From an optimization exercise on the open Yosys and OpenROAD flow, aimed at small area; shortcuts taken in it are not production practice. At most, simulation tests tie the RTL to the original design; equivalence was not proved.

P:
==> flow/design.v <==
`timescale 1ns / 1ps
module MCU(clk,reset,imem_addr,imem_data,dmem_addr,dmem_we,dmem_wdata,dmem_rdata,
           in_data,out_we,out_addr,out_data);
input clk,reset;
output [7:0] imem_addr;
input [16:0] imem_data;
output [7:0] dmem_addr;
output dmem_we;
output [7:0] dmem_wdata;
input [7:0] dmem_rdata;
input [7:0] in_data;
output out_we;
output [7:0] out_addr, out_data;
reg [7:0] pc;         
reg aj;               
reg [4:0] ir_op;      
reg [11:0] ir_f;
reg [7:0] exA;        
reg [7:0] exB;        
reg [2:0] exD;        
reg [1:0] exC;        
reg [7:0] rf1, rf2, rf3, rf4, rf5, rf6, rf7;
wire ex_nod  = (exD == 3'd0);
wire jump    = (exC == 2'b11);
assign dmem_we   = (exC == 2'b01) & ex_nod;
assign out_we    = (exC == 2'b10) & ex_nod;
assign dmem_addr = exA;
assign out_addr  = exA;
assign dmem_wdata = exB;
assign out_data   = exB;
wire [7:0] wb = (exC == 2'b00) ? exB :
                (exC == 2'b01) ? dmem_rdata :
                (exC == 2'b10) ? in_data : exA;
always @(posedge clk) begin
    case (exD)
    3'd1: rf1 <= wb;
    3'd2: rf2 <= wb;
    3'd3: rf3 <= wb;
    3'd4: rf4 <= wb;
    3'd5: rf5 <= wb;
    3'd6: rf6 <= wb;
    3'd7: rf7 <= wb;
    default: ;
    endcase
end
wire [2:0] fD = ir_f[11:9];
wire [2:0] fA = ir_f[8:6];
wire [2:0] fB = ir_f[5:3];
wire [5:0] im = ir_f[5:0];
wire [2:0] sh = ir_f[2:0];
wire o_add = ir_op == 5'b00001;
wire o_ani = ir_op == 5'b00010;
wire o_adi = ir_op == 5'b00011;
wire o_sub = ir_op == 5'b00100;
wire o_slt = ir_op == 5'b00101;
wire o_not = ir_op == 5'b00110;
wire o_ld  = ir_op == 5'b00111;
wire o_st  = ir_op == 5'b01000;
wire o_mov = ir_op == 5'b01001;
wire o_jmp = ir_op == 5'b01010;
wire o_jmr = ir_op == 5'b01011;
wire o_jml = ir_op == 5'b01100;
wire o_ori = ir_op == 5'b01101;
wire o_xor = ir_op == 5'b01110;
wire o_shl = ir_op == 5'b01111;
wire o_shr = ir_op == 5'b10001;
wire o_bz  = ir_op == 5'b10010;
wire o_bnz = ir_op == 5'b10011;
wire o_in  = ir_op == 5'b10100;
wire o_out = ir_op == 5'b10101;
wire rdA = o_add | o_ani | o_adi | o_sub | o_slt | o_not | o_ld | o_st | o_mov |
           o_jmr | o_ori | o_xor | o_shl | o_shr | o_bz | o_bnz | o_in | o_out;
wire rdB = o_add | o_sub | o_slt | o_st | o_jmr | o_xor | o_in | o_out;
wire alu_wr = o_add | o_ani | o_adi | o_sub | o_slt | o_not | o_mov |
              o_ori | o_xor | o_shl | o_shr;
wire branch = o_jmp | o_jmr | o_jml | o_bz | o_bnz;
wire stall = ~ex_nod & ((rdA & (fA == exD)) | (rdB & (fB == exD)));
wire [7:0] rA, rB;
RfRead u_rdA(.a(fA), .r1(rf1), .r2(rf2), .r3(rf3), .r4(rf4), .r5(rf5), .r6(rf6), .r7(rf7), .q(rA));
RfRead u_rdB(.a(fB), .r1(rf1), .r2(rf2), .r3(rf3), .r4(rf4), .r5(rf5), .r6(rf6), .r7(rf7), .q(rB));
wire [7:0] pc1 = aj ? exB : pc;
wire [7:0] opA, res;
Alu u_alu(.ir_op(ir_op), .ir_f(ir_f), .rA(rA), .rB(rB), .pc1(pc1), .opA(opA), .res(res));
wire zA = (rA == 8'd0);
wire taken = o_jmp | o_jmr | o_jml | (o_bz & zA) | (o_bnz & ~zA);
wire dnz = (fD != 3'd0);
reg [2:0] nD;
reg [1:0] nC;
always @(*) begin
    nD = 3'd0; nC = 2'b00;
    if (alu_wr) nD = fD;
    if (o_ld)  begin nD = fD; nC = {1'b0, dnz}; end
    if (o_in)  begin nD = fD; nC = {dnz, 1'b0}; end
    if (o_st)  nC = 2'b01;
    if (o_out) nC = 2'b10;
    if (o_jml) nD = fD;
    if (taken) nC = 2'b11;
end
wire [7:0] pc_inc = pc + {7'd0, ~stall};    
always @(posedge clk or negedge reset) begin
    if (!reset) begin
        pc <= 8'd0;
        ir_op <= 5'd0;
        exD <= 3'd0;
        exC <= 2'b00;
    end else begin
        exD <= stall ? 3'd0 : nD;
        exC <= stall ? 2'b00 : nC;
        pc <= jump ? exB : pc_inc;
        if (!stall) begin
            ir_op <= branch ? 5'd0 : imem_data[16:12];
        end
    end
end
always @(posedge clk) aj <= jump;
always @(posedge clk) begin
    exA <= opA;
    exB <= res;
    if (!stall) begin
        ir_f <= imem_data[11:0];
    end
end
assign imem_addr = pc;
endmodule
module RfRead(a, r1, r2, r3, r4, r5, r6, r7, q);
input [2:0] a;
input [7:0] r1, r2, r3, r4, r5, r6, r7;
output reg [7:0] q;
always @(*) begin
    case (a)
    3'd1: q = r1; 3'd2: q = r2; 3'd3: q = r3; 3'd4: q = r4;
    3'd5: q = r5; 3'd6: q = r6; 3'd7: q = r7; default: q = 8'd0;
    endcase
end
endmodule
module Alu(ir_op, ir_f, rA, rB, pc1, opA, res);
input [4:0] ir_op;
input [11:0] ir_f;
input [7:0] rA, rB, pc1;
output [7:0] opA;
output reg [7:0] res;
wire [5:0] im = ir_f[5:0];
wire [2:0] sh = ir_f[2:0];
wire o_nop = ir_op == 5'b00000;
wire o_add = ir_op == 5'b00001;
wire o_ani = ir_op == 5'b00010;
wire o_adi = ir_op == 5'b00011;
wire o_sub = ir_op == 5'b00100;
wire o_slt = ir_op == 5'b00101;
wire o_not = ir_op == 5'b00110;
wire o_st  = ir_op == 5'b01000;
wire o_jmp = ir_op == 5'b01010;
wire o_jml = ir_op == 5'b01100;
wire o_ori = ir_op == 5'b01101;
wire o_xor = ir_op == 5'b01110;
wire o_shl = ir_op == 5'b01111;
wire o_shr = ir_op == 5'b10001;
wire o_bz  = ir_op == 5'b10010;
wire o_bnz = ir_op == 5'b10011;
wire o_out = ir_op == 5'b10101;
wire use_br = o_jmp | o_jml | o_bz | o_bnz;
wire use_pc = use_br | (ir_op == 5'b00000);
assign opA = use_pc ? pc1 : rA;
wire use_rb  = o_add | o_sub | o_slt | o_xor | o_st | o_out;
wire use_sx  = o_adi | use_br;
wire use_zx  = o_ani | o_ori;
wire [7:0] opB = o_not ? 8'hff : use_rb ? (rB ^ {8{inv}}) :
                 use_sx ? {{2{im[5]}}, im} :
                 use_zx ? {2'b00, im} : 8'd0;
wire inv = o_sub | o_slt;
wire cin = inv | o_nop;    
wire pass = o_st | o_out;
wire [7:0] aA = opA & {8{~pass}};
wire [7:0] bB = opB;
wire [7:0] p = aA ^ bB;
wire [7:0] g = aA & bB;
wire [8:0] s9 = {1'b0, aA} + {1'b0, bB} + {8'd0, cin};
wire [7:0] c = s9[7:0] ^ p;
wire arith = ~(o_ani | o_ori | o_xor | o_not | pass);
wire [7:0] alu = (p & {8{~o_ani}}) ^ (g & {8{o_ani | o_ori}}) ^ (c & {8{arith}});
wire [7:0] shv;
Shift u_sh(.a(opA), .sh(sh), .shr(o_shr), .y(shv));
always @(*) begin
    if (o_slt)                 res = {7'd0, ~s9[8]};
    else if (o_shl | o_shr)    res = shv;
    else                       res = alu;
end
endmodule
module Shift(a, sh, shr, y);
input [7:0] a;
input [2:0] sh;
input shr;
output [7:0] y;
wire [7:0] ar = {a[0], a[1], a[2], a[3], a[4], a[5], a[6], a[7]};
wire [7:0] x = shr ? ar : a;
wire [7:0] z = x << sh;
wire [7:0] zr = {z[0], z[1], z[2], z[3], z[4], z[5], z[6], z[7]};
assign y = shr ? zr : z;
endmodule
Settings: LEC_CHECK=0, ABC_AREA=1, CAP_MARGIN=20, CORE_MARGIN=2, CORE_UTILIZATION=75, SLEW_MARGIN=20; clock period 10.0 ns.
standard.sh (not shown) runs the stock make flow with config.mk's settings and CLKGATE_MAP_FILE= SYNTH_SCRIPT=/design/flow/synth_recipe.tcl, a recipe that flattens the netlist after the stock synthesis.
==> flow/flow/run.sh <==
#!/bin/bash
# Own layout flow: the standard ORFS flow, with
#  - synthesis as standard.sh synth runs it, but with a stronger ABC area
#    script (flow/abc_area.script); the flip-flops are mapped before ABC
#    runs, so the registers, their names and cells are the standard ones;
#  - no separate full/half-adder extraction, so ABC maps adders with the
#    rest of the logic;
#  - each module of the RTL (the register-file read ports and the ALU are
#    modules of their own) mapped on its own, then flattened as the standard flow's
#    synthesis script does; all registers are in MCU;
#  - port buffers of the smallest buffer cell;
#  - clock tree without dummy loads.
# Each step's full output goes to a log file in this folder.
set -euo pipefail
W=$PWD
rm -rf "$W/scripts_mod"
cp -r "$FLOW_HOME/scripts" "$W/scripts_mod"
cp "$W/flow/abc_area.script" "$W/scripts_mod/abc_area.script"

SCRIPTS_DIR="$W/scripts_mod" ABC_AREA=1 ADDER_MAP_FILE= SYNTH_HIERARCHICAL=1 \
  SYNTH_MINIMUM_KEEP_SIZE=0 bash standard.sh synth > "$W/log_synth.txt" 2>&1

source "$W/flow/knobs.sh"
bash standard.sh finish > "$W/log_layout.txt" 2>&1
==> flow/flow/abc_area.script <==
strash
&get -n
&deepsyn -T 30
&put
dch -f
amap
topo
==> flow/flow/knobs.sh <==
export BUFFER_PORTS_ARGS="-buffer_cell sky130_fd_sc_hd__buf_1"
export CTS_ARGS="-sink_clustering_enable -repair_clock_nets -dont_use_dummy_load -buf_list sky130_fd_sc_hd__clkbuf_8"
P: PASS, flow complete, no timing, DRC or antenna violations
Modified inputs, Q compared to P
--- a/flow/design.v
+++ b/flow/design.v
@@ -98,21 +98,23 @@
 end
 wire [7:0] pc_inc = pc + {7'd0, ~stall};    
 always @(posedge clk or negedge reset) begin
     if (!reset) begin
         pc <= 8'd0;
-        ir_op <= 5'd0;
         exD <= 3'd0;
         exC <= 2'b00;
     end else begin
         exD <= stall ? 3'd0 : nD;
         exC <= stall ? 2'b00 : nC;
         pc <= jump ? exB : pc_inc;
-        if (!stall) begin
-            ir_op <= branch ? 5'd0 : imem_data[16:12];
-        end
     end
+end
+always @(posedge clk) begin
+    if (!reset)
+        ir_op <= 5'd0;
+    else if (!stall)
+        ir_op <= branch ? 5'd0 : imem_data[16:12];
 end
 always @(posedge clk) aj <= jump;
 always @(posedge clk) begin
     exA <= opA;
     exB <= res;
Findings:
- P -> Q: fmax decreased slightly
- Storage element area down 0.88% in Q wrt P
- Re total clock buffers created by CTS: no difference whatsoever between Q and P.
- | utilization | higher: Q |
- Going from P to Q, the number of non-clock inverters in the layout was found to have gone up by 4.
- Compared Q vs P, and via count is up in Q.
- Comparing Q and P, final worst-path cycle share is lower on P.
- Setup clock skew after layout sits higher in Q than in P.
- Summary: clock period minus worst slack, Q worse than P
- Q has less setup slack than P.
- The standard cells in Q occupy more silicon area than those in P do.
No functional check of the RTL was part of Q.

## port drivers added, routing unchanged
How much do the figures lean on ideal ports? The routed layouts below were timed once more, with nothing changed but the port constraints. Step 1: set_driving_cell puts a clkbuf_16 on clk and a buf_2 on each other input, an assumption about the parent block. Step 2 also shifts input and output timing later by t, the mid clock arrival at the registers, as if the neighbouring blocks saw the same clock. a / b / c = no drivers / after step 1 / after step 2; a / b = the first two.
run | t, ns | setup slack, ns | clock arrival spread, ns
P | 0.390 | 4.192 / 4.192 / 4.192 | 0.026 / 0.026
Q | 0.390 | 4.148 / 4.148 / 4.148 | 0.042 / 0.042
After both steps every run listed still meets setup and hold.
